From an optimization exercise on the open Yosys and OpenROAD flow, aimed at small area; shortcuts taken in it are not production practice. Only simulation tests tie the RTL to the original design; equivalence was not proved. Power is estimated from default activity; no workload was simulated.

--- flow/config.mk ---
export PLATFORM = sky130hd
export DESIGN_NAME = top
export DESIGN_NICKNAME = top
export VERILOG_FILES = /design/flow/design.v
export SDC_FILE = /design/flow/constraint.sdc
export NUM_CORES = 4
export LEC_CHECK = 0
export ABC_AREA = 1
export CAP_MARGIN = 20
export CORE_MARGIN = 2
export CORE_UTILIZATION = 75
export SLEW_MARGIN = 20
--- flow/flow/abc_area.script ---
strash
dch -f
amap -m -F 3 -A 10
topo
stime -c
--- flow/design.v ---
module top(
	input						clk,
	input						rst_n,
	input 	[8-1:0]	pixel_in,
	input						valid_in,
	input	[2-1:0]color_in,
	input						last_col_in,
	input						last_pic_in,
	input	[3-1:0]	mode_in,
	output 	[8-1:0]	pixel_out,
	output						valid_out,
	output  [2-1:0]color_out,
	output						last_col_out,
	output						last_pic_out,
	output						finish_operation
);
	reg	[8-1:0]	pixel_in_reg;    
	reg						valid_in_reg;    
	reg	[2-1:0]color_in_reg;    
	reg						last_col_in_reg; 
	reg						last_pic_in_reg; 
	reg	[3-1:0]	mode_reg;       
	reg	[8-1:0]	pixel_out_reg,   n_pixel_out_reg;
	reg						valid_out_reg,   n_valid_out_reg;
	reg	[2-1:0]color_out_reg,   n_color_out_reg;
	reg						last_col_out_reg,n_last_col_out_reg;
	reg						last_pic_out_reg,n_last_pic_out_reg;
	reg						finish_reg, n_finish_reg;
	assign pixel_out   		= pixel_out_reg;
	assign valid_out   		= valid_out_reg;
	assign color_out   		= color_out_reg;
	assign last_col_out		= last_col_out_reg;
	assign last_pic_out		= last_pic_out_reg;
	assign finish_operation = finish_reg;
	localparam  r_mean_local = 8'b00010110;
	localparam  g_mean_local = 8'b00100110;
	localparam  b_mean_local = 8'b00010110;
	localparam 	k_r_local = 16'b0000000100111010;
	localparam 	k_g_local = 16'b0000000010110101;
	localparam 	k_b_local = 16'b0000000100111010;
	wire 	[8-1:0]	pixel_in_dem;
	wire 						valid_in_dem;
	wire 	[2-1:0]color_in_dem;
	wire 						last_col_in_dem;
	wire 						last_pic_in_dem;
	wire 	[8-1:0]	pixel_out_dem;
	wire 						valid_out_dem;
	wire 	[2-1:0]color_out_dem;
	wire 						last_col_out_dem;
	wire 						last_pic_out_dem;
	assign pixel_in_dem		= mode_reg == 3'd6 || mode_reg == 3'd0 ? pixel_in_reg : 8'd0;
	assign valid_in_dem		= mode_reg == 3'd6 || mode_reg == 3'd0 ? valid_in_reg : 1'b0;		
	assign color_in_dem		= mode_reg == 3'd6 || mode_reg == 3'd0 ? color_in_reg : 2'd3;		
	assign last_col_in_dem	= mode_reg == 3'd6 || mode_reg == 3'd0 ? last_col_in_reg : 1'b0;	
	assign last_pic_in_dem	= mode_reg == 3'd6 || mode_reg == 3'd0 ? last_pic_in_reg : 1'b0;	
	wire 	[8-1:0]	pixel_in_den;
	wire 						valid_in_den;
	wire 	[2-1:0]color_in_den;
	wire 						last_col_in_den;
	wire 						last_pic_in_den;
	wire 	[8-1:0]	pixel_out_den;
	wire 						valid_out_den;
	wire 	[2-1:0]color_out_den;
	wire 						last_col_out_den;
	wire 						last_pic_out_den;
	assign pixel_in_den		= mode_reg == 3'd1 ? pixel_in_reg : pixel_out_dem;
	assign valid_in_den		= mode_reg == 3'd1 ? valid_in_reg : valid_out_dem;		
	assign color_in_den		= mode_reg == 3'd1 ? color_in_reg : color_out_dem;
	assign last_col_in_den	= mode_reg == 3'd1 ? last_col_in_reg	: last_col_out_dem;
	assign last_pic_in_den	= mode_reg == 3'd1 ? last_pic_in_reg	: last_pic_out_dem;
	wire 	[8-1:0]	pixel_in_mean;
	wire 						valid_in_mean;
	wire 	[2-1:0]color_in_mean;
	wire 						last_pic_in_mean;
	wire 	[8-1:0]	r_mean_out_mean;
	wire 	[8-1:0]	g_mean_out_mean;
	wire 	[8-1:0]	b_mean_out_mean;
	wire 						valid_out_mean;
	wire 	[2-1:0]color_out_mean;
	wire 						last_pic_out_mean;
	wire 						finish_out_mean;
	assign pixel_in_mean	=  mode_reg == 3'd2 ? pixel_in_reg : pixel_out_den;
	assign valid_in_mean	=  mode_reg == 3'd2 ? valid_in_reg : valid_out_den;		
	assign color_in_mean	=  mode_reg == 3'd2 ? color_in_reg : color_out_den;
	assign last_pic_in_mean	=  mode_reg == 3'd2 ? last_pic_in_reg	: last_pic_out_den;
	wire 						valid_in_gain;
	wire 	[8-1:0]	r_mean_in_gain;
	wire 	[8-1:0]	g_mean_in_gain;
	wire 	[8-1:0]	b_mean_in_gain;
	wire 						valid_out_gain;
	wire 	[11:0]	k_r_out_gain;
	wire 	[11:0]	k_g_out_gain;
	wire 	[11:0]	k_b_out_gain;
	assign valid_in_gain 	= mode_reg == 3'd3 ? valid_in_reg : finish_out_mean;
	assign r_mean_in_gain	= mode_reg == 3'd3 ? r_mean_local : r_mean_out_mean;
	assign g_mean_in_gain	= mode_reg == 3'd3 ? g_mean_local : g_mean_out_mean;
	assign b_mean_in_gain	= mode_reg == 3'd3 ? b_mean_local : b_mean_out_mean;
	wire						valid_value_in_wb;
	wire 	[8-1:0]	pixel_in_wb;
	wire 	[2-1:0]color_in_wb;
	wire						valid_gain_in_wb;
	wire 						last_pic_in_wb;
	wire 	[16-1:0]	k_r_in_wb;
	wire 	[16-1:0]	k_g_in_wb;
	wire 	[16-1:0]	k_b_in_wb;
	wire						valid_value_out_wb;
	wire 	[8-1:0]	pixel_out_wb;
	wire 	[2-1:0]color_out_wb;
	wire 						last_pic_out_wb;
	assign valid_value_in_wb	= valid_in_reg;
	assign pixel_in_wb			= pixel_in_reg; 
	assign color_in_wb			= color_in_reg;
	assign last_pic_in_wb		= last_pic_in_reg;
	assign valid_gain_in_wb		= mode_reg == 3'd4 ? last_col_in : valid_out_gain;  
	assign k_r_in_wb			= mode_reg == 3'd4 ? k_r_local :  k_r_out_gain;
	assign k_g_in_wb			= mode_reg == 3'd4 ? k_g_local :  k_g_out_gain;
	assign k_b_in_wb			= mode_reg == 3'd4 ? k_b_local :  k_b_out_gain;
	wire 	[8-1:0]	pixel_in_gamma;
	wire 						valid_in_gamma;
	wire 	[2-1:0]color_in_gamma;
	wire 						last_pic_in_gamma;
	wire 	[8-1:0]	pixel_out_gamma;
	wire 						valid_out_gamma;
	wire 	[2-1:0]color_out_gamma;
	wire 						last_pic_out_gamma;
	assign pixel_in_gamma 		= mode_reg == 3'd5 ? pixel_in_reg : pixel_out_wb;
	assign valid_in_gamma		= mode_reg == 3'd5 ? valid_in_reg : valid_value_out_wb;
	assign color_in_gamma		= mode_reg == 3'd5 ? color_in_reg : color_out_wb;
	assign last_pic_in_gamma	= mode_reg == 3'd5 ? last_pic_out_reg : last_pic_out_wb;
	reg last_col_d;
	wire [8-1:0] pixel_in_d;
	wire last_pic_d;
	always@(posedge clk) begin
		pixel_in_reg <= pixel_in;
		last_col_in_reg <= last_col_in;
		last_col_d <= last_col_in_reg;
	end
demosaic demosaic(
	.clk(clk),
	.rst_n(rst_n),
	.valid(valid_in_dem),
	.data_in_r(pixel_in_d),
	.end_col_r(last_col_d),
	.end_pic_r(last_pic_d),
	.RGB_valid(valid_out_dem),
	.RGB_data(pixel_out_dem),
	.color(color_out_dem),
	.col_last(last_col_out_dem),
	.pic_last(last_pic_out_dem)
);
denoise denoise(
	.clk(clk),
	.rst_n(rst_n),
	.pixel_in(pixel_in_den),
	.valid_in(valid_in_den),
	.last_col_in(last_col_in_den),
	.last_pic_in(last_pic_in_den),
	.pixel_out(pixel_out_den),
	.valid_out(valid_out_den),
	.color_out(color_out_den),
	.last_col_out(last_col_out_den),
	.last_pic_out(last_pic_out_den)
);
Mean mean(
	.clk(clk), 
	.rst_n(rst_n),
	.valid_i(valid_in_mean),   
	.color_i(color_in_mean),
	.value_i(pixel_in_mean),
	.last_i(last_pic_in_mean),  
	.r_mean_o(r_mean_out_mean),
	.g_mean_o(g_mean_out_mean),
	.b_mean_o(b_mean_out_mean),
	.valid_o(valid_out_mean),	 
	.color_o(color_out_mean),	 
	.last_o(last_pic_out_mean),	 
	.finish_o(finish_out_mean)
);
Gain gain(
	.clk(clk),
	.rst_n(rst_n),
	.valid_i(valid_in_gain),
	.r_mean_i(r_mean_in_gain),
	.g_mean_i(g_mean_in_gain),
	.b_mean_i(b_mean_in_gain),
	.K_R_o(k_r_out_gain),
	.K_G_o(k_g_out_gain),
	.K_B_o(k_b_out_gain),
	.valid_gain_o(valid_out_gain)  
	);
WB wb(
	.clk(clk),
	.rst_n(rst_n),
	.valid_value_i(valid_value_in_wb),  
	.color_i(color_in_wb),
	.value_i(pixel_in_wb),
	.valid_gain_i(valid_gain_in_wb),
	.last_i(last_pic_in_wb),
	.K_R(k_r_in_wb[11:4]),
	.K_G(k_g_in_wb[11:4]),
	.K_B(k_b_in_wb[11:4]),
	.value_r(pixel_in_d),
	.last_tmp(last_pic_d),
	.value_o(pixel_out_wb),
	.valid_o(valid_value_out_wb),
	.color_o(color_out_wb),
	.last_o(last_pic_out_wb)
	);
gamma_122 gamma(
	.clk(clk),
	.rst_n(rst_n),
	.pixel_in(pixel_in_gamma),
	.valid_in(valid_in_gamma),
	.color_in(color_in_gamma),
	.last_pic_in(last_pic_in_gamma),
	.pixel_out(pixel_out_gamma),
	.valid_out(valid_out_gamma),
	.color_out(color_out_gamma),
	.last_pic_out(last_pic_out_gamma)
);
always@(*) begin
	n_pixel_out_reg = pixel_out_reg;
	n_valid_out_reg = valid_out_reg;
	n_color_out_reg = color_out_reg;
	n_last_col_out_reg = 1'b0;
	n_last_pic_out_reg = 1'b0;
	n_finish_reg = 1'b0; 
	case(mode_reg)
		3'd0:begin
			n_pixel_out_reg =    pixel_out_dem;
			n_valid_out_reg =    valid_out_dem;
			n_color_out_reg =    color_out_dem;
			n_last_col_out_reg = last_col_out_dem;
			n_last_pic_out_reg = last_pic_out_dem;
			n_finish_reg = color_out_dem == 2'd2 && last_col_out_dem; 
		end
		3'd1:begin
			n_pixel_out_reg =    pixel_out_den;
			n_valid_out_reg =    valid_out_den;
			n_color_out_reg =    color_out_den;
			n_last_col_out_reg = last_col_out_den;
			n_last_pic_out_reg = last_pic_out_den;
			n_finish_reg = color_out_den == 2'd2 && last_col_out_den; 
		end
		3'd2:begin
			n_pixel_out_reg =    color_out_mean == 2'd0 ? r_mean_out_mean :
								 color_out_mean == 2'd1 ? g_mean_out_mean :
								 b_mean_out_mean;
			n_valid_out_reg =    valid_out_mean;
			n_color_out_reg =    color_out_mean;
			n_last_pic_out_reg = last_pic_out_mean;
			n_finish_reg = finish_out_mean; 
		end
		3'd3:begin
			n_pixel_out_reg = 	 k_r_out_gain;
			n_valid_out_reg =    valid_out_gain;
			n_color_out_reg =    2'd0;
			n_last_pic_out_reg = 1'b0;
			n_finish_reg = valid_out_gain; 
		end
		3'd4:begin
			n_pixel_out_reg = 	 pixel_out_wb;
			n_valid_out_reg =    valid_value_out_wb;
			n_color_out_reg =    color_out_wb;
			n_last_pic_out_reg = last_pic_out_wb;
			n_finish_reg = color_out_wb == 2'd2 && last_pic_out_wb; 
		end
		3'd5: begin
			n_pixel_out_reg = 	 pixel_out_gamma;
			n_valid_out_reg = 	 valid_out_gamma;
			n_color_out_reg = 	 color_out_gamma;
			n_last_pic_out_reg = last_pic_out_gamma;
			n_finish_reg	= 	 color_out_gamma == 2'd2 && last_pic_out_gamma;
		end
		3'd6: begin
			n_pixel_out_reg = 	 pixel_out_den;   
			n_valid_out_reg =    valid_out_den;  
			n_color_out_reg =    color_out_den;  
			n_last_col_out_reg = last_col_out_den;
			n_last_pic_out_reg = last_pic_out_den;
			n_finish_reg = valid_out_gain; 
		end
		3'd7: begin
			n_pixel_out_reg =    pixel_out_gamma;
			n_valid_out_reg = 	 valid_out_gamma;
			n_color_out_reg = 	 color_out_gamma;
			n_last_pic_out_reg = last_pic_out_gamma;
			n_finish_reg	= 	 color_out_gamma == 2'd2 && last_pic_out_gamma;
		end
	endcase
end
always@(posedge clk or negedge rst_n) begin
	if(!rst_n) begin
		valid_in_reg    <= 0;
		color_in_reg    <= 2'd3;
		last_pic_in_reg <= 0;
		mode_reg		<= 3'd0;
		pixel_out_reg	<= 0 ;  
		valid_out_reg	<= 0;
		color_out_reg	<= 2'd3;   
		last_col_out_reg <= 0;
		last_pic_out_reg <= 0;
		finish_reg 		<=  0;
	end 
	else begin
		valid_in_reg 	<= valid_in;
		color_in_reg 	<= color_in;
		last_pic_in_reg <=  last_pic_in;
		mode_reg 		<= mode_in;
		pixel_out_reg 	<= n_pixel_out_reg;
		valid_out_reg 	<= n_valid_out_reg;
		color_out_reg 	<= n_color_out_reg;
		last_col_out_reg <= n_last_col_out_reg;
		last_pic_out_reg <= n_last_pic_out_reg;
		finish_reg 		<=  n_finish_reg;
	end
end
endmodule
module demosaic(
        clk,
        rst_n,
        valid,           
        data_in_r,       
        end_col_r,       
        end_pic_r,       
        RGB_valid,
        RGB_data,
        color,
        col_last,
        pic_last
        );
input           clk;
input           rst_n;
input           valid;
input   [7:0]   data_in_r;
input           end_col_r;
input           end_pic_r;
output          RGB_valid;
output  [7:0]   RGB_data;
output  [1:0]   color;
output          col_last;
output          pic_last;
localparam  P_INIT1 = 2'd0;
localparam  P_INIT2 = 2'd1;
localparam  P_NEW   = 2'd2;
localparam  P_PAT   = 2'd3;
localparam  L_IDLE  = 2'd0;
localparam  L_R     = 2'd1;
localparam  L_G     = 2'd2;
localparam  L_B     = 2'd3;
reg         valid_r;
reg [1:0]   phase_r;
reg         ctype_r;         
reg [2:0]   counter_r;
reg [1:0]   lstate_r;
reg [127:0] xs;              
reg [8:0]   s1_r, s2_r;      
reg [7:0]   r_n, g_n, b_n;
reg         cl_buf, pl_buf;
reg         RGB_valid_r;
reg [7:0]   RGB_data_r;
reg [1:0]   color_r;
reg         col_last_r;
reg         pic_last_r;
assign RGB_valid = RGB_valid_r;
assign RGB_data = RGB_data_r;
assign color = color_r;
assign col_last = col_last_r;
assign pic_last = pic_last_r;
wire [7:0]  x8   = xs[63:56];
wire [7:0]  x9   = xs[71:64];
wire [7:0]  x10  = xs[79:72];
wire [7:0]  x16  = xs[127:120];
wire [8:0]  s0   = data_in_r + x16;
wire [8:0]  ver  = x8 + x10;
wire [9:0]  ud   = s0 + s2_r;
wire [9:0]  hv   = s1_r + ver;
wire [7:0]  vX   = ud[9:2];
wire [7:0]  vY   = hv[9:2];
wire [7:0]  vH   = s1_r[8:1];
wire [7:0]  vV   = ver[8:1];
wire [7:0]  vC   = x9;
wire        odd  = counter_r[0];
reg  [7:0]  r_w, g_w, b_w;
always @(*) begin
    g_w = (ctype_r ^ odd) ? vC : vY;
    case ({ctype_r, odd})
        2'b00: begin r_w = vX; b_w = vC; end    
        2'b01: begin r_w = vH; b_w = vV; end    
        2'b10: begin r_w = vV; b_w = vH; end    
        default: begin r_w = vC; b_w = vX; end  
    endcase
end
wire        load = valid_r && (lstate_r == L_IDLE || lstate_r == L_B);
wire        pat  = (phase_r == P_PAT);
always @(posedge clk) begin
    if (valid_r) begin
        xs <= {xs[119:0], data_in_r};
        s1_r <= s0;
        s2_r <= s1_r;
    end
    r_n <= r_w;
    if (load) begin
        g_n <= g_w;
        b_n <= b_w;
        cl_buf <= end_col_r;
        pl_buf <= end_pic_r;
    end
end
always @(posedge clk or negedge rst_n) begin
    if (!rst_n) begin
        valid_r <= 1'b0;
        phase_r <= P_INIT1;
        ctype_r <= 1'b0;
        counter_r <= 3'd0;
        lstate_r <= L_IDLE;
        RGB_valid_r <= 1'b0;
        RGB_data_r <= 8'd0;
        color_r <= 2'd0;
        col_last_r <= 1'b0;
        pic_last_r <= 1'b0;
    end
    else begin
        valid_r <= valid;
        if (valid_r) begin
            case (phase_r)
                P_INIT1: begin
                    counter_r <= counter_r + 3'd1;
                    if (counter_r == 3'd7) phase_r <= P_INIT2;
                end
                P_INIT2: begin
                    counter_r <= counter_r + 3'd1;
                    if (counter_r == 3'd7) begin
                        phase_r <= P_NEW;
                        ctype_r <= 1'b0;
                    end
                end
                P_NEW: begin
                    counter_r <= counter_r + 3'd1;
                    if (counter_r[0]) phase_r <= P_PAT;
                end
                default: begin
                    if (end_col_r) begin
                        phase_r <= P_INIT1;
                        counter_r <= 3'd0;
                    end
                    else begin
                        counter_r <= counter_r + 3'd1;
                        if (counter_r == 3'd7) begin
                            phase_r <= P_NEW;
                            ctype_r <= ~ctype_r;
                        end
                    end
                end
            endcase
        end
        case (lstate_r)
            L_IDLE: begin
                RGB_valid_r <= 1'b0;
                col_last_r <= 1'b0;
                pic_last_r <= 1'b0;
                if (load && pat) lstate_r <= L_R;
            end
            L_R: begin
                lstate_r <= L_G;
                RGB_valid_r <= 1'b1;
                RGB_data_r <= r_n;
                color_r <= 2'd0;
                col_last_r <= cl_buf;
                pic_last_r <= pl_buf;
            end
            L_G: begin
                lstate_r <= L_B;
                RGB_valid_r <= 1'b1;
                RGB_data_r <= g_n;
                color_r <= 2'd1;
            end
            default: begin
                lstate_r <= (load && pat) ? L_R : L_IDLE;
                RGB_valid_r <= 1'b1;
                RGB_data_r <= b_n;
                color_r <= 2'd2;
            end
        endcase
    end
end
endmodule
module denoise(
	input			clk,
	input			rst_n,
	input 	[8-1:0]	pixel_in,
	input			valid_in,
	input			last_col_in,
	input			last_pic_in,
	output 	[8-1:0]	pixel_out,
	output			valid_out,
	output  [2-1:0]	color_out,
	output			last_col_out,
	output			last_pic_out
);
localparam INIT_12 	= 2'd0;
localparam INIT_2	= 2'd1;
localparam OUT 		= 2'd3;
localparam VOID		= 2'd3;
reg	[7:0]	pixel_in_reg;
reg			valid_in_reg;
reg			last_col_in_reg;
reg			last_pic_in_reg;
reg	[7:0]	pixel_out_reg;
reg			valid_out_reg;
reg	[1:0]	color_out_reg;
reg			last_col_out_reg;
reg			last_pic_out_reg;
assign pixel_out = pixel_out_reg;
assign valid_out = valid_out_reg;
assign color_out = color_out_reg;
assign last_col_out = last_col_out_reg;
assign last_pic_out = last_pic_out_reg;
reg [1:0]	state_0;
reg [2:0]	counter_0;
reg [1:0]	valid_count_0;
reg			init_12_last_flag;
reg			last_col_1, last_col_2;
reg			last_pic_1, last_pic_2;
reg [1:0]	oc_1, oc_2;			 
reg [11:0]	s9_1;
reg [7:0]	q_2;				 
reg [287:0]	line;				 
reg			full18, full36;		 
reg [9:0]	s6_0, s3_0, s6_1, s3_1, s6_2, s3_2;
wire		adv  = valid_in_reg && valid_count_0 == 2'd2;
wire		wrap = counter_0 == 3'd5;
wire [7:0]	pos8 = full18 ? line[143:136] : 8'd0;
wire [7:0]	pos7 = full36 ? line[287:280] : 8'd0;
wire [9:0]	h    = pos7 + pos8 + pixel_in_reg;
wire [11:0]	sum9 = h + s3_0 + s6_0;
reg  [2:0]	qh;
reg  [3:0]	rh;
reg  [4:0]	qt;
reg  [4:0]	ql;
reg  [3:0]	rl;
integer		di;
always @(*) begin
	rh = sum9[11:8];
	for (di = 7; di >= 5; di = di - 1) begin
		qt = {rh, sum9[di]};
		qh[di-5] = qt >= 5'd9;
		rh = qh[di-5] ? qt - 5'd9 : qt[3:0];
	end
	rl = s9_1[8:5];
	for (di = 4; di >= 0; di = di - 1) begin
		qt = {rl, s9_1[di]};
		ql[di] = qt >= 5'd9;
		rl = ql[di] ? qt - 5'd9 : qt[3:0];
	end
end
wire [7:0]	q_1  = {s9_1[11:9], ql};
wire		upd = valid_in_reg && (state_0 == OUT || state_0 == INIT_2);
always @(posedge clk) begin
	if (valid_in_reg) line <= {line[279:0], pixel_in_reg};
end
always @(posedge clk or negedge rst_n) begin
	if(!rst_n) begin
		pixel_in_reg  <= 0;
		valid_in_reg  <= 0;
		last_col_in_reg   <= 0;
		last_pic_in_reg   <= 0;
		pixel_out_reg <= 0;
		valid_out_reg <= 0;
		color_out_reg <= 0;
		last_col_out_reg  <= 0;
		last_pic_out_reg  <= 0;
		state_0 <= INIT_12;
		counter_0 <= 0;
		valid_count_0 <= 0;
		init_12_last_flag <= 0;
		last_col_1 <= 0;
		last_col_2 <= 0;
		last_pic_1 <= 0;
		last_pic_2 <= 0;
		oc_1 <= VOID;
		oc_2 <= VOID;
		s9_1 <= 0;
		q_2 <= 0;
		full18 <= 0;
		full36 <= 0;
		s6_0 <= 0;
		s3_0 <= 0;
		s6_1 <= 0;
		s3_1 <= 0;
		s6_2 <= 0;
		s3_2 <= 0;
	end
	else begin
		pixel_in_reg  <= pixel_in;
		valid_in_reg  <= valid_in;
		last_col_in_reg   <= last_col_in;
		last_pic_in_reg   <= last_pic_in;
		init_12_last_flag <= state_0 == INIT_12 ? ((valid_count_0 == 2'd2 && wrap) ? 1'b1 : init_12_last_flag) : 1'b0;
		case (state_0)
			INIT_12: begin
				if (adv && wrap && init_12_last_flag) state_0 <= INIT_2;
				if (adv) counter_0 <= wrap ? 3'd0 : counter_0 + 3'd1;
			end
			INIT_2: begin
				if (adv && counter_0 == 3'd1) state_0 <= OUT;
				if (adv) counter_0 <= counter_0 + 3'd1;
			end
			default: begin
				if (adv && wrap) state_0 <= last_col_1 ? INIT_12 : INIT_2;
				if (adv) counter_0 <= wrap ? 3'd0 : counter_0 + 3'd1;
			end
		endcase
		if (valid_in_reg) begin
			valid_count_0 <= valid_count_0 == 2'd2 ? 2'd0 : valid_count_0 + 2'd1;
			if (valid_count_0 == 2'd2 && wrap) begin
				full18 <= 1'b1;
				if (full18) full36 <= 1'b1;
			end
		end
		if (valid_in_reg) begin
			s6_0 <= s6_1;
			s3_0 <= s3_1;
			s6_1 <= s6_2;
			s3_1 <= s3_2;
			s6_2 <= upd ? h : s6_0;
			s3_2 <= upd ? s6_0 : s3_0;
		end
		oc_1 <= (valid_in_reg && state_0 == OUT) ? valid_count_0 : VOID;
		s9_1 <= {qh, rh, sum9[4:0]};
		last_col_1 <= last_col_in_reg;
		last_pic_1 <= last_pic_in_reg;
		oc_2 <= oc_1;
		q_2 <= q_1;
		last_col_2 <= last_col_1;
		last_pic_2 <= last_pic_1;
		pixel_out_reg <= q_2;
		valid_out_reg <= oc_2 != VOID;
		color_out_reg <= oc_2;
		last_col_out_reg <= last_col_2;
		last_pic_out_reg <= last_pic_2;
	end
end
endmodule
module Mean(
	clk,
	rst_n,
	valid_i,
	color_i,
	value_i,
	last_i,
	r_mean_o,
	g_mean_o,
	b_mean_o,
	valid_o,
	color_o,
	last_o,
	finish_o
	);
	localparam RED = 2'd0;
	localparam GREEN = 2'd1;
	localparam BLUE = 2'd2;
	input clk, rst_n, valid_i, last_i;
	input [1:0] color_i;
	input [7:0] value_i;
	output valid_o, last_o;
	output reg finish_o;
	output [1:0] color_o;
	output [7:0] r_mean_o, g_mean_o, b_mean_o;
	reg valid_r, last_r;
	reg [1:0] color_r;
	reg [7:0] value_r, value_d;
	reg valid_tmp, last_tmp, finish_tmp;
	reg [1:0] color_tmp;
	reg [1:0] last_state_r;
	reg [27:0] acc_r, acc_g, acc_b;
	assign valid_o = valid_tmp;
	assign last_o = last_tmp;
	assign color_o = color_tmp;
	assign r_mean_o = acc_r[27:20];
	assign g_mean_o = acc_g[27:20];
	assign b_mean_o = acc_b[27:20];
	reg [7:0] lo_sel;
	always @(*) begin
		case (color_tmp)
			RED:     lo_sel = acc_r[7:0];
			GREEN:   lo_sel = acc_g[7:0];
			default: lo_sel = acc_b[7:0];
		endcase
	end
	wire [8:0] lo_sum = lo_sel + value_d;
	wire sel_r = valid_tmp && color_tmp == RED;
	wire sel_g = valid_tmp && color_tmp == GREEN;
	wire sel_b = valid_tmp && color_tmp == BLUE;
	always @(posedge clk) begin
		value_r <= value_i;
		value_d <= value_r;
	end
	always @(posedge clk or negedge rst_n) begin
		if (~rst_n) begin
			valid_r <= 0;
			last_r <= 0;
			color_r <= 0;
			valid_tmp <= 0;
			last_tmp <= 0;
			color_tmp <= 0;
			finish_tmp <= 0;
			finish_o <= 0;
			last_state_r <= 0;
			acc_r <= 0;
			acc_g <= 0;
			acc_b <= 0;
		end
		else begin
			valid_r <= valid_i;
			last_r <= last_i;
			color_r <= color_i;
			valid_tmp <= valid_r;
			last_tmp <= last_r;
			color_tmp <= color_r;
			finish_o <= finish_tmp;
			finish_tmp <= last_state_r == 2'd3 ? 1'b1 :
			              last_state_r == 2'd0 ? 1'b0 : finish_o;
			case (last_state_r)
				2'd3: last_state_r <= 2'd0;
				default: if (last_i) last_state_r <= last_state_r + 2'd1;
			endcase
			if (sel_r) acc_r[7:0] <= lo_sum[7:0];
			if (sel_g) acc_g[7:0] <= lo_sum[7:0];
			if (sel_b) acc_b[7:0] <= lo_sum[7:0];
			acc_r[27:8] <= acc_r[27:8] + (sel_r & lo_sum[8]);
			acc_g[27:8] <= acc_g[27:8] + (sel_g & lo_sum[8]);
			acc_b[27:8] <= acc_b[27:8] + (sel_b & lo_sum[8]);
		end
	end
endmodule
module gain_div(
	input             clk,
	input             rst_n,
	input             valid_r,
	input      [7:0]  mean_i,
	input      [7:0]  k_mean,      
	output reg [11:0] k_prev,      
	output reg        finish
	);
	localparam IDLE = 2'd0;
	localparam FIND = 2'd1;
	localparam CALC = 2'd2;
	localparam DONE = 2'd3;
	reg [1:0]  state;
	reg [3:0]  counter;
	reg [2:0]  msb;
	reg [7:0]  dv;        
	reg [8:0]  rem;
	reg        calc_d;
	reg        ge_d;
	wire       found = dv[msb];
	wire [9:0] diff  = {1'b0, rem} - {2'b0, dv};
	wire       ge    = ~diff[9];
	wire [7:0] rem_s = ge ? diff[7:0] : rem[7:0];
	wire [2:0] sh    = 3'd7 - msb;
	always @(posedge clk) begin
		ge_d <= ge;
		case (state)
			IDLE: if (!valid_r) rem <= {1'b0, k_mean};
			DONE: rem <= {1'b0, k_mean};
			FIND: counter <= {1'b0, msb};
			CALC: begin
				counter <= counter + 4'd1;
				rem     <= {rem_s, 1'b0};
			end
			default: ;
		endcase
	end
	always @(posedge clk or negedge rst_n) begin
		if (~rst_n) begin
			state   <= IDLE;
			msb     <= 3'd7;
			finish  <= 0;
			dv      <= 0;
			calc_d  <= 0;
			k_prev  <= 0;
		end
		else begin
			calc_d <= state == CALC;
			if (calc_d) k_prev <= {k_prev[10:0], ge_d};
			case (state)
				IDLE: begin
					if (valid_r) state <= FIND;
					else         dv <= mean_i;
				end
				FIND: begin
					if (found) begin
						state   <= CALC;
						dv      <= dv << sh;
					end
					else msb <= msb - 3'd1;
				end
				CALC: begin
					if (counter == 4'd15) begin
						state   <= DONE;
						dv      <= (dv >> 1) >> sh;
					end
				end
				default: begin
					finish <= 1'b1;
					state  <= IDLE;
				end
			endcase
		end
	end
endmodule
module Gain(
	clk,
	rst_n,
	valid_i,
	r_mean_i,
	g_mean_i,
	b_mean_i,
	K_R_o,
	K_G_o,
	K_B_o,
	valid_gain_o
	);
	input clk, rst_n, valid_i;
	input [7:0] r_mean_i, g_mean_i, b_mean_i;
	output valid_gain_o;
	output [11:0] K_R_o, K_G_o, K_B_o;	 
	wire [9:0]  msum = r_mean_i + g_mean_i + b_mean_i;
	wire [7:0]  kmean = msum / 2'd3;
	reg valid_r;
	wire finish_R, finish_G, finish_B;
	assign valid_gain_o = finish_R & finish_G & finish_B;
	gain_div div_r(.clk(clk), .rst_n(rst_n), .valid_r(valid_r), .mean_i(r_mean_i),
		.k_mean(kmean), .k_prev(K_R_o), .finish(finish_R));
	gain_div div_g(.clk(clk), .rst_n(rst_n), .valid_r(valid_r), .mean_i(g_mean_i),
		.k_mean(kmean), .k_prev(K_G_o), .finish(finish_G));
	gain_div div_b(.clk(clk), .rst_n(rst_n), .valid_r(valid_r), .mean_i(b_mean_i),
		.k_mean(kmean), .k_prev(K_B_o), .finish(finish_B));
	always@(posedge clk or negedge rst_n) begin
		if(~rst_n) begin
			valid_r  	<= 0;
		end
		else begin
			valid_r  	<= valid_i;
		end
	end
endmodule
module WB(
	clk,
	rst_n,
	valid_value_i,
	color_i,
	value_i,
	valid_gain_i,
	last_i,
	K_R,
	K_G,
	K_B,
	value_r,
	last_tmp,
	value_o,
	valid_o,
	color_o,
	last_o
	);
	input clk, rst_n, valid_value_i, valid_gain_i, last_i;
	input [1:0] color_i;
	input [7:0] value_i;
	input [7:0] K_R, K_G, K_B;		 
	output reg [7:0] value_r;
	output reg last_tmp;
	output reg valid_o;
	output [1:0] color_o;
	output reg last_o;
	output reg [7:0] value_o;
	reg valid_tmp;
	reg [1:0] color_r, color_tmp;
	reg [7:0] k_sel;
	assign color_o = color_tmp;
	wire valid_w = valid_value_i & valid_gain_i;
	reg [7:0] k_w;
	always @(*) begin
		if (!valid_w) k_w = 8'd0;
		else case (color_i)
			2'd0: k_w = K_R;
			2'd1: k_w = K_G;
			2'd2: k_w = K_B;
			default: k_w = 8'd1;
		endcase
	end
	wire [15:0] value_tmp = k_sel * value_r;
	wire [7:0] value_tmp_2 = value_tmp[15:12] != 4'd0 ? 8'hff : value_tmp[11:4];
	always @(posedge clk) value_r <= value_i;
	always @(posedge clk or negedge rst_n) begin
		if(~rst_n) begin
			valid_tmp <= 1'd0;
			color_r 	<= 2'd0;
			color_tmp 	<= 2'd0;
			k_sel 	<= 8'd0;
			last_o 	<= 0;
			last_tmp<= 0;
			valid_o <= 0;
			value_o	<= 0;
		end
		else begin
			valid_tmp <= valid_w;
			color_r 	<= color_i;
			color_tmp 	<= color_r;
			k_sel 	<= k_w;
			last_tmp <= last_i;
			last_o 	<= last_tmp;
			valid_o <= valid_tmp;
			value_o <= value_tmp_2;
		end
	end
endmodule
module gamma_122(
	input			clk,
	input			rst_n,
	input 	[8-1:0]	pixel_in,
	input			valid_in,
	input	[2-1:0]	color_in,
	input			last_pic_in,
	output 	[8-1:0]	pixel_out,
	output			valid_out,
	output  [2-1:0]	color_out,
	output			last_pic_out
);
reg	[8-1:0]	pixel_in_reg;
reg						valid_in_reg;
reg	[2-1:0]				color_in_reg;
reg						last_pic_in_reg;
reg	[8-1:0]	pixel_out_reg, n_pixel_out_reg;
reg						valid_out_reg, n_valid_out_reg;
reg	[2-1:0]				color_out_reg, n_color_out_reg;
reg						last_pic_out_reg, n_last_pic_out_reg;
assign pixel_out = pixel_out_reg;
assign valid_out = valid_out_reg;
assign color_out = color_out_reg;
assign last_pic_out = last_pic_out_reg;
always@(*) begin
	n_valid_out_reg = valid_in_reg;
	n_color_out_reg = color_in_reg;
	n_last_pic_out_reg = last_pic_in_reg;
end
reg [7:0] gd;
always@(*) begin
	case(pixel_in_reg)
		8'd0: gd = 8'd0;
		8'd1: gd = 8'd20;
		8'd2: gd = 8'd27;
		8'd3: gd = 8'd32;
		8'd4: gd = 8'd36;
		8'd5: gd = 8'd40;
		8'd6: gd = 8'd43;
		8'd7: gd = 8'd46;
		8'd8: gd = 8'd48;
		8'd9: gd = 8'd51;
		8'd10: gd = 8'd53;
		8'd11: gd = 8'd56;
		8'd12: gd = 8'd57;
		8'd13: gd = 8'd59;
		8'd14: gd = 8'd61;
		8'd15: gd = 8'd63;
		8'd16: gd = 8'd64;
		8'd17: gd = 8'd66;
		8'd18: gd = 8'd67;
		8'd19: gd = 8'd69;
		8'd20: gd = 8'd70;
		8'd21: gd = 8'd71;
		8'd22: gd = 8'd72;
		8'd23: gd = 8'd74;
		8'd24: gd = 8'd75;
		8'd25: gd = 8'd76;
		8'd26: gd = 8'd77;
		8'd27: gd = 8'd78;
		8'd28: gd = 8'd79;
		8'd29: gd = 8'd80;
		8'd30: gd = 8'd81;
		8'd31: gd = 8'd82;
		8'd32: gd = 8'd83;
		8'd33: gd = 8'd84;
		8'd34: gd = 8'd85;
		8'd35: gd = 8'd86;
		8'd36: gd = 8'd86;
		8'd37: gd = 8'd88;
		8'd38: gd = 8'd88;
		8'd39: gd = 8'd89;
		8'd40: gd = 8'd89;
		8'd41: gd = 8'd91;
		8'd42: gd = 8'd91;
		8'd43: gd = 8'd92;
		8'd44: gd = 8'd92;
		8'd45: gd = 8'd93;
		8'd46: gd = 8'd94;
		8'd47: gd = 8'd95;
		8'd48: gd = 8'd95;
		8'd49: gd = 8'd96;
		8'd50: gd = 8'd96;
		8'd51: gd = 8'd97;
		8'd52: gd = 8'd97;
		8'd53: gd = 8'd98;
		8'd54: gd = 8'd98;
		8'd55: gd = 8'd99;
		8'd56: gd = 8'd100;
		8'd57: gd = 8'd101;
		8'd58: gd = 8'd101;
		8'd59: gd = 8'd102;
		8'd60: gd = 8'd102;
		8'd61: gd = 8'd103;
		8'd62: gd = 8'd103;
		8'd63: gd = 8'd104;
		8'd64: gd = 8'd104;
		8'd65: gd = 8'd104;
		8'd66: gd = 8'd104;
		8'd67: gd = 8'd105;
		8'd68: gd = 8'd105;
		8'd69: gd = 8'd106;
		8'd70: gd = 8'd106;
		8'd71: gd = 8'd107;
		8'd72: gd = 8'd107;
		8'd73: gd = 8'd108;
		8'd74: gd = 8'd108;
		8'd75: gd = 8'd109;
		8'd76: gd = 8'd109;
		8'd77: gd = 8'd109;
		8'd78: gd = 8'd109;
		8'd79: gd = 8'd110;
		8'd80: gd = 8'd110;
		8'd81: gd = 8'd111;
		8'd82: gd = 8'd111;
		8'd83: gd = 8'd112;
		8'd84: gd = 8'd111;
		8'd85: gd = 8'd112;
		8'd86: gd = 8'd112;
		8'd87: gd = 8'd113;
		8'd88: gd = 8'd113;
		8'd89: gd = 8'd114;
		8'd90: gd = 8'd113;
		8'd91: gd = 8'd114;
		8'd92: gd = 8'd114;
		8'd93: gd = 8'd115;
		8'd94: gd = 8'd115;
		8'd95: gd = 8'd115;
		8'd96: gd = 8'd115;
		8'd97: gd = 8'd116;
		8'd98: gd = 8'd116;
		8'd99: gd = 8'd116;
		8'd100: gd = 8'd116;
		8'd101: gd = 8'd117;
		8'd102: gd = 8'd117;
		8'd103: gd = 8'd117;
		8'd104: gd = 8'd117;
		8'd105: gd = 8'd118;
		8'd106: gd = 8'd118;
		8'd107: gd = 8'd118;
		8'd108: gd = 8'd118;
		8'd109: gd = 8'd119;
		8'd110: gd = 8'd119;
		8'd111: gd = 8'd119;
		8'd112: gd = 8'd119;
		8'd113: gd = 8'd120;
		8'd114: gd = 8'd119;
		8'd115: gd = 8'd120;
		8'd116: gd = 8'd120;
		8'd117: gd = 8'd120;
		8'd118: gd = 8'd120;
		8'd119: gd = 8'd121;
		8'd120: gd = 8'd121;
		8'd121: gd = 8'd121;
		8'd122: gd = 8'd121;
		8'd123: gd = 8'd122;
		8'd124: gd = 8'd121;
		8'd125: gd = 8'd122;
		8'd126: gd = 8'd122;
		8'd127: gd = 8'd122;
		8'd128: gd = 8'd122;
		8'd129: gd = 8'd123;
		8'd130: gd = 8'd122;
		8'd131: gd = 8'd123;
		8'd132: gd = 8'd123;
		8'd133: gd = 8'd123;
		8'd134: gd = 8'd123;
		8'd135: gd = 8'd123;
		8'd136: gd = 8'd123;
		8'd137: gd = 8'd124;
		8'd138: gd = 8'd123;
		8'd139: gd = 8'd124;
		8'd140: gd = 8'd124;
		8'd141: gd = 8'd124;
		8'd142: gd = 8'd124;
		8'd143: gd = 8'd125;
		8'd144: gd = 8'd124;
		8'd145: gd = 8'd125;
		8'd146: gd = 8'd124;
		8'd147: gd = 8'd125;
		8'd148: gd = 8'd125;
		8'd149: gd = 8'd125;
		8'd150: gd = 8'd125;
		8'd151: gd = 8'd125;
		8'd152: gd = 8'd125;
		8'd153: gd = 8'd126;
		8'd154: gd = 8'd125;
		8'd155: gd = 8'd126;
		8'd156: gd = 8'd125;
		8'd157: gd = 8'd126;
		8'd158: gd = 8'd126;
		8'd159: gd = 8'd126;
		8'd160: gd = 8'd126;
		8'd161: gd = 8'd126;
		8'd162: gd = 8'd126;
		8'd163: gd = 8'd127;
		8'd164: gd = 8'd126;
		8'd165: gd = 8'd127;
		8'd166: gd = 8'd126;
		8'd167: gd = 8'd127;
		8'd168: gd = 8'd126;
		8'd169: gd = 8'd127;
		8'd170: gd = 8'd127;
		8'd171: gd = 8'd127;
		8'd172: gd = 8'd127;
		8'd173: gd = 8'd127;
		8'd174: gd = 8'd127;
		8'd175: gd = 8'd127;
		8'd176: gd = 8'd127;
		8'd177: gd = 8'd128;
		8'd178: gd = 8'd127;
		8'd179: gd = 8'd128;
		8'd180: gd = 8'd127;
		8'd181: gd = 8'd128;
		8'd182: gd = 8'd127;
		8'd183: gd = 8'd128;
		8'd184: gd = 8'd127;
		8'd185: gd = 8'd128;
		8'd186: gd = 8'd127;
		8'd187: gd = 8'd128;
		8'd188: gd = 8'd128;
		8'd189: gd = 8'd128;
		8'd190: gd = 8'd128;
		8'd191: gd = 8'd128;
		8'd192: gd = 8'd128;
		8'd193: gd = 8'd128;
		8'd194: gd = 8'd128;
		8'd195: gd = 8'd128;
		8'd196: gd = 8'd128;
		8'd197: gd = 8'd128;
		8'd198: gd = 8'd128;
		8'd199: gd = 8'd128;
		8'd200: gd = 8'd128;
		8'd201: gd = 8'd128;
		8'd202: gd = 8'd128;
		8'd203: gd = 8'd128;
		8'd204: gd = 8'd128;
		8'd205: gd = 8'd128;
		8'd206: gd = 8'd128;
		8'd207: gd = 8'd128;
		8'd208: gd = 8'd128;
		8'd209: gd = 8'd128;
		8'd210: gd = 8'd128;
		8'd211: gd = 8'd128;
		8'd212: gd = 8'd128;
		8'd213: gd = 8'd128;
		8'd214: gd = 8'd128;
		8'd215: gd = 8'd128;
		8'd216: gd = 8'd128;
		8'd217: gd = 8'd128;
		8'd218: gd = 8'd128;
		8'd219: gd = 8'd128;
		8'd220: gd = 8'd128;
		8'd221: gd = 8'd128;
		8'd222: gd = 8'd128;
		8'd223: gd = 8'd128;
		8'd224: gd = 8'd128;
		8'd225: gd = 8'd128;
		8'd226: gd = 8'd128;
		8'd227: gd = 8'd128;
		8'd228: gd = 8'd128;
		8'd229: gd = 8'd128;
		8'd230: gd = 8'd128;
		8'd231: gd = 8'd128;
		8'd232: gd = 8'd128;
		8'd233: gd = 8'd128;
		8'd234: gd = 8'd128;
		8'd235: gd = 8'd128;
		8'd236: gd = 8'd128;
		8'd237: gd = 8'd128;
		8'd238: gd = 8'd128;
		8'd239: gd = 8'd128;
		8'd240: gd = 8'd128;
		8'd241: gd = 8'd128;
		8'd242: gd = 8'd128;
		8'd243: gd = 8'd128;
		8'd244: gd = 8'd127;
		8'd245: gd = 8'd128;
		8'd246: gd = 8'd127;
		8'd247: gd = 8'd128;
		8'd248: gd = 8'd127;
		8'd249: gd = 8'd128;
		8'd250: gd = 8'd127;
		8'd251: gd = 8'd128;
		8'd252: gd = 8'd127;
		8'd253: gd = 8'd128;
		8'd254: gd = 8'd127;
		8'd255: gd = 8'd128;
		default: gd = 8'd0;
	endcase
	n_pixel_out_reg = {1'b0, pixel_in_reg[7:1]} + 8'd128 + gd + 8'd128;
end
always@(posedge clk or negedge rst_n)
	if(!rst_n) begin
		pixel_in_reg <= 0;
		valid_in_reg <= 0;
		color_in_reg <= 0;
		last_pic_in_reg <= 0;
		pixel_out_reg <= 0;
		valid_out_reg <= 0;
		color_out_reg <= 0;
		last_pic_out_reg <= 0;
	end
	else begin
		pixel_in_reg <= pixel_in;
		valid_in_reg <= valid_in;
		color_in_reg <= color_in;
		last_pic_in_reg <= last_pic_in;
		pixel_out_reg <= n_pixel_out_reg;
		valid_out_reg <= n_valid_out_reg;
		color_out_reg <= n_color_out_reg;
		last_pic_out_reg <= n_last_pic_out_reg;
	end
endmodule
--- flow/flow/run.sh ---
#!/bin/bash
# The standard layout with two changes:
# - the synthesis maps with an area-oriented ABC script (flow/abc_area.script);
#   everything else in it is the standard flow's own synthesis script (synth_recipe.tcl)
# - clock tree synthesis adds no dummy loads (inverters that drive nothing)
set -euo pipefail
HERE=$(pwd)
cat > "$HERE/area_synth.tcl" <<EOT
proc abc {args} {
  set i [lsearch -exact \$args -script]
  if {\$i >= 0} { set args [lreplace \$args [expr {\$i+1}] [expr {\$i+1}] $HERE/flow/abc_area.script] }
  yosys abc {*}\$args
}
source $HERE/synth_recipe.tcl
EOT
bash standard.sh SYNTH_SCRIPT="$HERE/area_synth.tcl" \
  CTS_ARGS="-sink_clustering_enable -repair_clock_nets -dont_use_dummy_load -sink_clustering_size 16 -sink_clustering_max_diameter 50 -buf_list sky130_fd_sc_hd__clkbuf_8" \
  finish > standard.log 2>&1
--- flow/constraint.sdc ---
create_clock -name core_clock -period 10.0 [get_ports {clk}]
set_input_delay 2.0000 -clock core_clock [delete_from_list [all_inputs] [get_ports {clk}]]
set_output_delay 2.0000 -clock core_clock [all_outputs]
set_load 0.01 [all_outputs]
--- flow/standard.sh ---
#!/bin/bash
# synth_recipe.tcl (not shown) runs the flow's synth.tcl, then flattens the netlist and writes it again
# the make line also repeats each setting of config.mk as NAME=value (left out here)
make -C /OpenROAD-flow-scripts/flow DESIGN_CONFIG=/design/flow/config.mk WORK_HOME=/design/flow/orfs CLKGATE_MAP_FILE= SYNTH_SCRIPT=/design/flow/synth_recipe.tcl "${@:-finish}"
==> key figures, run 1 <==
Outcome
  – Status: no timing/DRC/antenna violations

Place
  – HPWL after detailed placement: 66.6 mm
  – Buffers on Ports: 31
  – Placer Congestion: 0.962

Clock network
  – CTS Buf Count: 78
  – Hold_buf cts: 0
  – Clock transition at path regs: 100 ps
  – Postcts setup bufs: 0
  – CTS tree: done
  – H-tree depth: 3
  – Post-CTS sizing: 0
  – Worst-Skew Late Latency: 710 ps
  – Clock root cell: clkbuf_8
  – Total clock sinks: 927
  – Clock Path Buffers: 3

Cells and area
  – Biggest register: denoise.line
  – Fillers: 2,927
  – FF+latch area: 25,500 µm²
  – Most frequent cells in the layout: edfxtp_1 (491), clkinv_1 (440), nor2_1 (429)
  – Largest register FFs: 288
  – Nets@finish: 3,789
  – Largest regs: denoise.line: 288 flops, demosaic.xs: 128 flops
  – Area grow syn2layout: 6.17%
  – Area occupied by multi-input gates: 13,500 µm²
  – Leading cell type in the layout, fill and taps excluded: edfxtp_1
  – Layout cells sized above 1: 3.48%
  – Finished Core Util: 80.3%

Drt
  – Routed via count: 28,324
  – Wire per inst: 22.9 µm
  – DRC Markers: 0
  – Router iterations before antenna repair: 10
  – DR vias/cell: 6.75
  – Initial DRC Count: 3,814
  – Post-DRT Antenna Nets: 0
  – Final WL: 96.0 mm

STA
  – Max-slew violation count: 0
  – Final setup vio count: 0
  – Final min period: 9010 ps
  – Setup Skew: 72.8 ps
  – RSZ-0062 raised after global routing: false
  – Slew Limit Headroom: 26.9%
  – Final Hold Viols: 0
  – Worst-margin pin slew: 1090 ps
  – Sum of negative setup slack: 0 ps
  – Final period util: 90.1%
  – Highest clock rate: 0.111 GHz

Die
  – Num rows: 85
  – Die ar.: 56,000 µm²
  – Die span in y: 237 µm
  – Ports: 32
  – Core ar.: 53,600 µm²
  – Die width: 237 µm
  – Starting Density: 75.7%

Worst setup path
  – Top delay family on crit path: compound AO/OA/AOI/OAI gates
  – Critical Path Source Type: flip-flop
  – Critical path's slowest cell: fa_1
  – WS Path Type: flip-flop to flip-flop
  – Worst setup EP type: flip-flop
  – CP Buf/Inv Count: 5
  – Largest stage delay on the critical path: 460 ps
  – Required time worst endpoint: 10,400 ps
  – Worst-path fanout max: 31
  – Arr. time, crit path: 9410 ps
  – Most Frequent Cell on Critical Path: nor2_1

Global routing
  – Largest net degree at the start of global routing: 234
  – Vias in the first global route: 28,582
  – Global router's overall resource usage: 34.7%
  – Antenna violations before repair: 3
  – Total grt overflow: 0
  – First-pass GRT wire length: 151 mm

Yosys
  – FFs w/ async S/R, synth: 42.2%
  – Post-synthesis cell area: 40,600 µm²
  – Synth Area per Inst: 12.0 µm²
  – Yosys warnings: 8
  – Main combinational cell family by area after synthesis: compound AO/OA/AOI/OAI gates
  – Syn_nets: 3,658
  – Compound-Gate Fraction of Synth Area: 16.3%
  – Most common flop cell mapped by yosys: edfxtp_1
  – Simple-Gate Fraction of Synth Area: 7.47%
  – Netlist cell types: 51
  – Syn Inst Count: 3,373
  – Multiplexer share of the synthesized area: 0.0524%
  – Post-Synth Adder-Cell Area: 9.31%
  – Sequential area share after synthesis: 62.8%
  – Seq cells post-synth: 927
  – Post-synth EDFFs: 491
  – Xor and xnor area share after synthesis: 0.0216%

Power
  – Pwr/cell area: 341 nW/µm²
  – Maximum VDD drop: 0.000399 V
  – Leak: 16.5 nW

Run
  – Max-Cap Viols: 0

Hold path
  – Worst min path class: flip-flop to flip-flop
[cells in the mapped netlist (all sizes together) (14+ instances only)]
| cell type | n | area share [%] |
|---|---|---|
| a21o | 27 | 0.50 |
| a21oi | 277 | 3.4 |
| a221oi | 14 | 0.30 |
| a222oi | 39 | 0.96 |
| a22o | 19 | 0.41 |
| a22oi | 31 | 0.57 |
| a31oi | 27 | 0.42 |
| clkinv | 441 | 4.1 |
| dfrtp | 374 | 23 |
| dfstp | 17 | 1.1 |
| dfxtp | 45 | 2.2 |
| edfxtp | 491 | 36 |
| fa | 58 | 2.9 |
| ha | 209 | 6.4 |
| nand2 | 167 | 1.5 |
| nand3 | 36 | 0.44 |
| nor2 | 429 | 4.0 |
| nor2b | 20 | 0.31 |
| nor3 | 47 | 0.58 |
| o21a | 24 | 0.44 |
| o21ai | 120 | 1.5 |
| o21bai | 18 | 0.33 |
| o221ai | 33 | 0.71 |
| o22a | 109 | 2.4 |
| o22ai | 184 | 2.8 |
| or2 | 16 | 0.25 |
[layer usage]
metal  track usage [%]  part of all wire, %  vias up  wire (µm)
li1                  -                    -    12572          -
met1              44.4                   38    13773      36100
met2              58.4                   50     1579      47500
met3              5.82                  7.6      396       7300
met4              16.6                  5.3        4       5060
met5                 0                0.028        -         27
[report_power, final]
group	total [mW]	switching (mW)	leakage (nW)	internal, mW
logic	6.22	4.06	6.10	2.16
clock network	1.83	1.13	0.561	0.698
registers	6.64	0.899	9.82	5.74
[path summary, 6_finish.rpt]
path,startpoint,end,slack (ps),depth (start not counted)
worst min-delay path,denoise.q_2[1]$_DFF_PN0_,denoise.pixel_out_reg[1]$_DFF_PN0_,320,0
worst max-delay path,mode_reg[1]$_DFF_PN0_,gain.div_r.rem[0]$_SDFFCE_PP0P_,990,45
worst min register to register,denoise.q_2[1]$_DFF_PN0_,denoise.pixel_out_reg[1]$_DFF_PN0_,320,0
worst max register to register,mode_reg[1]$_DFF_PN0_,gain.div_r.rem[0]$_SDFFCE_PP0P_,990,45
min in group asynchronous,rst_n,denoise.s6_0[4]$_DFFE_PN0P_,1370,1
max in group asynchronous,rst_n,wb.value_o[5]$_DFF_PN0_,6970,3
[per-stage QoR]
stage | setup slack [ps] | power (mW) | hold slack, ps | instance area, µm² | instances
global route | 73.7 | 15.5 | 332 | 43100 | 4199
CTS | 1090 | 14.5 | 320 | 43000 | 4196
finish | 987 | 14.7 | 320 | 43100 | 4199
global placement | 1750 | 12.0 | 312 | 41900 | 4118
floorplan | 593 | 10.7 | 310 | 40600 | 3373
detailed placement | 1150 | 12.6 | 314 | 41900 | 4118
[cells by family after synthesis]
| logic type | Yosys count |
|---|---|
| simple gates | 739 |
| flops | 927 |
| compound gates | 996 |
| fa+ha+maj | 267 |
| buf+inv | 441 |
| xor+xnor | 1 |
| mux | 2 |
[cell type report]
type                    count  share of cell area [%]
inverters                 441                    3.84
multi-input cells        2005                    31.3
well taps                 696                    2.02
repair buffers             51                    1.24
diodes                      1                 0.00581
flip-flops and latches    927                    59.1
clock buffers              78                    2.49
==> inputs of run 2 (changes only) <==
--- a/flow/flow/run.sh
+++ b/flow/flow/run.sh
@@ -14,5 +14,5 @@
 source $HERE/synth_recipe.tcl
 EOT
 bash standard.sh SYNTH_SCRIPT="$HERE/area_synth.tcl" \
-  CTS_ARGS="-sink_clustering_enable -repair_clock_nets -dont_use_dummy_load -sink_clustering_size 16 -sink_clustering_max_diameter 50 -buf_list sky130_fd_sc_hd__clkbuf_8" \
+  CTS_ARGS="-sink_clustering_enable -repair_clock_nets -dont_use_dummy_load -sink_clustering_size 14 -sink_clustering_max_diameter 45 -buf_list sky130_fd_sc_hd__clkbuf_8" \
   finish > standard.log 2>&1
==> key figures, run 2 <==
Cells and area
  – Area occupied by multi-input gates: 13,500 µm²
  – Area grow syn2layout: 6.69%
  – Most frequent cells in the layout: edfxtp_1 (491), clkinv_1 (440), nor2_1 (429)
  – Largest register FFs: 288
  – Fillers: 2,884
  – Cell area after layout: 43,300 µm²
  – Biggest register: denoise.line
  – Leading cell type in the layout, fill and taps excluded: edfxtp_1
  – Layout cells sized above 1: 3.90%
  – Nets@finish: 3,804
  – Largest regs: denoise.line: 288 flops, demosaic.xs: 128 flops
  – FF+latch area: 25,500 µm²

Worst setup path
  – Worst reg2reg path depth: 45
  – Worst-path fanout max: 31
  – Critical path's slowest cell: fa_1
  – WS Path Type: flip-flop to flip-flop
  – Critical Path Source Type: flip-flop
  – Reg2reg end: gain.div_r.rem[0]$_SDFFCE_PP0P_
  – Arr. time, crit path: 9580 ps
  – Required time worst endpoint: 10,370 ps
  – Reg-to-reg slack, setup: 790 ps
  – FF-to-FF Start: mode_reg[1]$_DFF_PN0_
  – Worst setup EP type: flip-flop
  – Largest stage delay on the critical path: 460 ps
  – Most Frequent Cell on Critical Path: nor2_1

Clock network
  – CTS Buf Count: 93
  – Clock transition at path regs: 90 ps
  – Postcts setup bufs: 0
  – Hold_buf cts: 0
  – Clock root cell: clkbuf_8
  – Post-CTS sizing: 0
  – Clock Path Buffers: 3
  – Total clock sinks: 927
  – Worst-Skew Late Latency: 710 ps
  – CTS tree: done
  – H-tree depth: 3

Die
  – Die span in y: 237 µm
  – Ports: 32
  – Die ar.: 56,000 µm²
  – Core ar.: 53,600 µm²
  – Starting Density: 75.7%
  – Num rows: 85
  – Die width: 237 µm

Place
  – Buffers on Ports: 31
  – Placer Congestion: 0.962
  – Area after DPL: 41,900 µm²
  – HPWL after detailed placement: 66.6 mm
  – Setup Slack @ Placement: 1150 ps

STA
  – Highest clock rate: 0.109 GHz
  – Final worst slack: 789 ps
  – Sum of negative setup slack: 0 ps
  – RSZ-0062 raised after global routing: false
  – Final Hold Viols: 0
  – Max-slew violation count: 0
  – Final min period: 9210 ps
  – Final setup vio count: 0
  – Final period util: 92.1%
  – Setup Skew: 86.7 ps
  – Worst-margin pin slew: 1130 ps
  – Slew Limit Headroom: 24.2%

Yosys
  – Syn Inst Count: 3,373
  – Post-synthesis cell area: 40,600 µm²
  – Area share of the largest cell type after synthesis: 36.4%
  – Syn_nets: 3,658
  – Netlist cell types: 51
  – Seq cells post-synth: 927
  – FFs w/ async S/R, synth: 42.2%
  – Post-synth EDFFs: 491
  – Commonest cells post-synth: edfxtp_1 (491), clkinv_1 (441), nor2_1 (429)
  – Top post-synthesis cells by area: edfxtp_1 (36%), dfrtp_1 (23%), ha_1 (6.4%), clkinv_1 (4.1%), nor2_1 (4.0%)
  – Synth Area per Inst: 12.0 µm²
  – Post-synth top area cell: edfxtp_1
  – Yosys warnings: 8
  – Sequential area share after synthesis: 62.8%
  – Most common cell in the netlist: edfxtp_1
  – Most common flop cell mapped by yosys: edfxtp_1

Drt
  – Routed via count: 28,391
  – Initial DRC Count: 3,790
  – DRC Markers: 0
  – Post-DRT Antenna Nets: 0
  – Router iterations before antenna repair: 10
  – Final WL: 96.8 mm
  – DR vias/cell: 6.74
  – Wire per inst: 23.0 µm

Power
  – Leak: 16.6 nW
  – Maximum VDD drop: 0.000366 V
  – Pwr/cell area: 343 nW/µm²

Global routing
  – Vias in the first global route: 28,767
  – First-pass GRT wire length: 152 mm
  – Antenna violations before repair: 1
  – Global router's overall resource usage: 35.0%
  – Total grt overflow: 0
  – Largest net degree at the start of global routing: 234

Hold path
  – Worst hold stages: 0
  – Hold EP: mean.value_d[5]$_DFF_P_
  – Worst min path class: flip-flop to flip-flop
  – Hold_sp: mean.value_r[5]$_DFF_P_

Outcome
  – Status: no timing/DRC/antenna violations

Run
  – Max-Cap Viols: 0
==> run 2: cell counts after synthesis <==
Identical to the previous run, type by type.
==> run 2: cell type report <==
class	count	area share [%]
Sequential cell	927	58.8
Antenna cell	2	0.0116
Clock buffer	93	2.96
Tap cell	696	2.01
Inverter	441	3.83
Timing Repair Buffer	51	1.23
Multi-Input combinational cell	2005	31.1
==> run 2: kinds of logic after synthesis <==
family | Yosys count | share of synthesized area, %
adders and majority gates | 267 | 9.31
DFF | 927 | 62.8
xor gates and xnor gates | 1 | 0.0216
AOI/OAI and AO/OA | 996 | 16.3
muxes | 2 | 0.0524
and+or+nand+nor | 739 | 7.47
buffers and inverters | 441 | 4.08
==> run 2: how the worst max path moves through the flow <==
stage,end,from,slack [ps],depth (start not counted)
final,gain.div_r.rem[0]$_SDFFCE_PP0P_,mode_reg[1]$_DFF_PN0_,790,45
after global routing,gain.div_r.rem[0]$_SDFFCE_PP0P_,mode_reg[0]$_DFF_PN0_,30,45
after CTS,gain.div_r.rem[0]$_SDFFCE_PP0P_,mode_reg[1]$_DFF_PN0_,1030,45
after detailed placement,gain.div_r.rem[0]$_SDFFCE_PP0P_,mode_reg[1]$_DFF_PN0_,1150,45
after global placement,gain.div_g.rem[0]$_SDFFCE_PP0P_,mode_reg[0]$_DFF_PN0_,1750,45
after floorplan,denoise.s6_2[2]$_DFFE_PN0P_,denoise.valid_in_reg$_DFF_PN0_,590,5
==> run 2: routing by layer <==
layer	vias up	routed length, µm	track usage [%]
met5	-	0	0
met3	373	7810	5.58
li1	12614	-	-
met4	0	4750	17.6
met2	1636	47900	58.7
met1	13768	36400	44.9
==> run 2: through the flow <==
step / hold WS [ps] / total power [mW] / std cells / util (%)
finish: 335 / 14.8 / 4215 / 80.7
global route: 339 / 15.7 / 4214 / 80.7
CTS: 334 / 14.7 / 4211 / 80.6
detailed placement: 314 / 12.6 / 4118 / 78.2
global placement: 312 / 12.0 / 4118 / 78.2
floorplan: 310 / 10.7 / 3373 / -
==> run 2: where the power goes <==
group / internal [mW] / switching [mW] / total (mW) / leakage, nW
Combinational: 2.16 / 4.04 / 6.20 / 6.10
Clock: 0.825 / 1.18 / 2.00 / 0.669
Sequential: 5.74 / 0.900 / 6.64 / 9.82
==> run 2: critical path, delay by kind of cell (launching register included) <==
family | cells | cell delay [ps]
flip-flops | 1 | 390
multiplexers | 1 | 300
AO/OA/AOI/OAI | 18 | 3920
buffers and inverters | 4 | 720
AND/OR/NAND/NOR | 18 | 2320
adder cells (fa/ha/maj) | 4 | 1240
==> inputs of run 3 (changes only) <==
--- a/flow/design.v
+++ b/flow/design.v
@@ -400,11 +400,11 @@
         s2_r <= s1_r;
     end
     r_n <= r_w;
+    cl_buf <= end_col_r;
+    pl_buf <= end_pic_r;
     if (load) begin
         g_n <= g_w;
         b_n <= b_w;
-        cl_buf <= end_col_r;
-        pl_buf <= end_pic_r;
     end
 end
 always @(posedge clk or negedge rst_n) begin
@@ -534,27 +534,27 @@
 wire [7:0]	pos7 = full36 ? line[287:280] : 8'd0;
 wire [9:0]	h    = pos7 + pos8 + pixel_in_reg;
 wire [11:0]	sum9 = h + s3_0 + s6_0;
-reg  [2:0]	qh;
+reg  [1:0]	qh;
 reg  [3:0]	rh;
 reg  [4:0]	qt;
-reg  [4:0]	ql;
+reg  [5:0]	ql;
 reg  [3:0]	rl;
 integer		di;
 always @(*) begin
 	rh = sum9[11:8];
-	for (di = 7; di >= 5; di = di - 1) begin
+	for (di = 7; di >= 6; di = di - 1) begin
 		qt = {rh, sum9[di]};
-		qh[di-5] = qt >= 5'd9;
-		rh = qh[di-5] ? qt - 5'd9 : qt[3:0];
+		qh[di-6] = qt >= 5'd9;
+		rh = qh[di-6] ? qt - 5'd9 : qt[3:0];
 	end
-	rl = s9_1[8:5];
-	for (di = 4; di >= 0; di = di - 1) begin
+	rl = s9_1[9:6];
+	for (di = 5; di >= 0; di = di - 1) begin
 		qt = {rl, s9_1[di]};
 		ql[di] = qt >= 5'd9;
 		rl = ql[di] ? qt - 5'd9 : qt[3:0];
 	end
 end
-wire [7:0]	q_1  = {s9_1[11:9], ql};
+wire [7:0]	q_1  = {s9_1[11:10], ql};
 wire		upd = valid_in_reg && (state_0 == OUT || state_0 == INIT_2);
 always @(posedge clk) begin
 	if (valid_in_reg) line <= {line[279:0], pixel_in_reg};
@@ -627,7 +627,7 @@
 			s3_2 <= upd ? s6_0 : s3_0;
 		end
 		oc_1 <= (valid_in_reg && state_0 == OUT) ? valid_count_0 : VOID;
-		s9_1 <= {qh, rh, sum9[4:0]};
+		s9_1 <= {qh, rh, sum9[5:0]};
 		last_col_1 <= last_col_in_reg;
 		last_pic_1 <= last_pic_in_reg;
 		oc_2 <= oc_1;
@@ -761,14 +761,11 @@
 	wire [2:0] sh    = 3'd7 - msb;
 	always @(posedge clk) begin
 		ge_d <= ge;
+		counter <= state == FIND ? {1'b0, msb} : counter + 4'd1;
 		case (state)
 			IDLE: if (!valid_r) rem <= {1'b0, k_mean};
 			DONE: rem <= {1'b0, k_mean};
-			FIND: counter <= {1'b0, msb};
-			CALC: begin
-				counter <= counter + 4'd1;
-				rem     <= {rem_s, 1'b0};
-			end
+			CALC: rem <= {rem_s, 1'b0};
 			default: ;
 		endcase
 	end
==> key figures, run 3 <==
Cells and area
  – Leading cell type in the layout, fill and taps excluded: edfxtp_1
  – Cell area after layout: 43,200 µm²
  – Nets@finish: 3,809
  – Finished Core Util: 80.7%
  – Largest register FFs: 288
  – Finished Layout Cells: 4,219
  – Most frequent cells in the layout: edfxtp_1 (477), clkinv_1 (445), nor2_1 (410)
  – Area grow syn2layout: 6.89%
  – Layout cells sized above 1: 4.23%
  – Fillers: 2,838
  – Area occupied by multi-input gates: 13,500 µm²
  – Largest regs: denoise.line: 288 flops, demosaic.xs: 128 flops
  – FF+latch area: 25,300 µm²
  – Biggest register: denoise.line

Worst setup path
  – Required time worst endpoint: 10,400 ps
  – Reg-to-reg slack, setup: 750 ps
  – Critical Path Source Type: flip-flop
  – Worst setup EP type: flip-flop
  – FF-to-FF Start: mode_reg[1]$_DFF_PN0_
  – Largest stage delay on the critical path: 400 ps
  – Most Frequent Cell on Critical Path: nor2_1
  – Reg2reg end: gain.div_r.rem[0]$_SDFFCE_PP0P_
  – Worst-path fanout max: 8
  – Critical path's slowest cell: nor3_4
  – WS Path Type: flip-flop to flip-flop
  – Worst reg2reg path depth: 48
  – Arr. time, crit path: 9640 ps

Drt
  – DRC Markers: 0
  – Router iterations before antenna repair: 15
  – Routed via count: 28,624
  – Post-DRT Antenna Nets: 0
  – Initial DRC Count: 3,530
  – Final WL: 100 mm
  – Wire per inst: 23.7 µm
  – DR vias/cell: 6.78

Clock network
  – Clock root cell: clkbuf_8
  – H-tree depth: 3
  – Clock Path Buffers: 3
  – Hold_buf cts: 0
  – Total clock sinks: 927
  – Worst-Skew Late Latency: 720 ps
  – Clock transition at path regs: 70 ps
  – CTS Buf Count: 97
  – CTS tree: done

STA
  – Highest clock rate: 0.108 GHz
  – Sum of negative setup slack: 0 ps
  – Final Hold Viols: 0
  – Worst-margin pin slew: 1160 ps
  – Final min period: 9250 ps
  – Slew Limit Headroom: 22.0%
  – Final setup vio count: 0
  – Setup Skew: 74.9 ps
  – Final period util: 92.5%
  – RSZ-0062 raised after global routing: false
  – Final worst slack: 754 ps
  – Final hold slack: 333 ps
  – Max-slew violation count: 0

Power
  – Pwr Total: 14.7 mW
  – Maximum VDD drop: 0.000353 V
  – Pwr/cell area: 341 nW/µm²
  – Leak: 16.6 nW

Place
  – HPWL after detailed placement: 68.6 mm
  – Placed instance count: 4,117
  – Placer Congestion: 0.983
  – Buffers on Ports: 31
  – Area after DPL: 41,800 µm²
  – Setup Slack @ Placement: 347 ps

Yosys
  – Top post-synthesis cells by area: edfxtp_1 (35%), dfrtp_1 (23%), ha_1 (6.5%), clkinv_1 (4.2%), nor2_1 (3.8%)
  – Post-synth EDFFs: 477
  – Most common cell in the netlist: edfxtp_1
  – Synth Area per Inst: 12.0 µm²
  – Syn_nets: 3,657
  – FFs w/ async S/R, synth: 42.2%
  – Area share of the largest cell type after synthesis: 35.4%
  – Most common flop cell mapped by yosys: edfxtp_1
  – Commonest cells post-synth: edfxtp_1 (477), clkinv_1 (448), nor2_1 (412)
  – Post-synthesis cell area: 40,400 µm²
  – Seq cells post-synth: 927
  – Yosys warnings: 8
  – Post-synth top area cell: edfxtp_1
  – Syn Inst Count: 3,371
  – Netlist cell types: 52
  – Sequential area share after synthesis: 62.6%

Die
  – Num rows: 85
  – Die ar.: 55,800 µm²
  – Die width: 236 µm
  – Core ar.: 53,500 µm²
  – Die span in y: 236 µm
  – Ports: 32
  – Starting Density: 75.5%

Global routing
  – Vias in the first global route: 28,374
  – Global router's overall resource usage: 36.2%
  – First-pass GRT wire length: 156 mm
  – Total grt overflow: 0
  – Largest net degree at the start of global routing: 219
  – Antenna violations before repair: 4

Hold path
  – Hold_sp: denoise.s9_1[11]$_DFF_PN0_
  – Worst min path class: flip-flop to flip-flop
  – Worst hold stages: 0
  – Hold EP: denoise.q_2[7]$_DFF_PN0_

Run
  – Max-Cap Viols: 0

Outcome
  – Status: no timing/DRC/antenna violations
-- run 3: changes by cell type after synthesis, sizes merged, moves of 14 or more --
| cell | before | now |
|---|---|---|
| a21oi | 277 | 259 |
| edfxtp | 491 | 477 |
| dfxtp | 45 | 59 |
| nor2 | 429 | 412 |
-- run 3: repair_timing --
item | 4_1_cts | 5_1_grt
endpoints found under the setup margin | 0 | 5
resized for setup | 0 | 8
endpoints found under the hold margin | 0 | 0
buffers inserted | 0 | 1
-- run 3: cells by family after synthesis --
| logic type | count (synthesis) | share of synthesized area, % |
|---|---|---|
| compound gates | 983 | 16.2 |
| xor+xnor | 4 | 0.0867 |
| fa+ha+maj | 268 | 9.38 |
| buf+inv | 448 | 4.16 |
| flops | 927 | 62.6 |
| mux | 1 | 0.0248 |
| simple gates | 740 | 7.54 |
-- run 3: layout make-up --
| cell class | instances | share of cell area [%] |
|---|---|---|
| Multi-Input combinational cell | 1996 | 31.2 |
| Sequential cell | 927 | 58.6 |
| Timing Repair Buffer | 53 | 1.21 |
| Inverter | 448 | 3.89 |
| Tap cell | 696 | 2.02 |
| Clock buffer | 97 | 3.09 |
| Antenna cell | 2 | 0.0116 |
-- run 3: worst max-delay path by stage --
stage	from	end
after floorplan	mode_reg[1]$_DFF_PN0_	gain.div_b.rem[0]$_SDFFCE_PP0P_
after global placement	mode_reg[0]$_DFF_PN0_	gain.div_r.rem[0]$_SDFFCE_PP0P_
after detailed placement	mode_reg[1]$_DFF_PN0_	gain.div_b.rem[0]$_SDFFCE_PP0P_
final	mode_reg[1]$_DFF_PN0_	gain.div_r.rem[0]$_SDFFCE_PP0P_
after CTS	mode_reg[1]$_DFF_PN0_	gain.div_r.rem[0]$_SDFFCE_PP0P_
after global routing	mode_reg[1]$_DFF_PN0_	gain.div_r.rem[0]$_SDFFCE_PP0P_
-- run 3: worst max-delay path, delay by kind of cell, from the launching register on --
family / cells / cell delay (ps)
compound gates: 23 / 4950
simple gates: 15 / 1880
fa+ha+maj: 2 / 570
flops: 1 / 380
buf+inv: 8 / 1190
-- run 3: where the power goes --
group	total [mW]	internal, mW	switching [mW]
Clock	2.05	0.858	1.19
Sequential	6.57	5.71	0.862
Combinational	6.11	2.06	4.05
-- run 3: layer usage --
metal,part of all wire (%),vias up,GRT usage [%]
met2,47,1805,57.7
met1,38,13777,48.5
li1,-,12602,-
met3,8.9,438,6.27
met4,6.4,2,19.0
met5,0.013,-,0
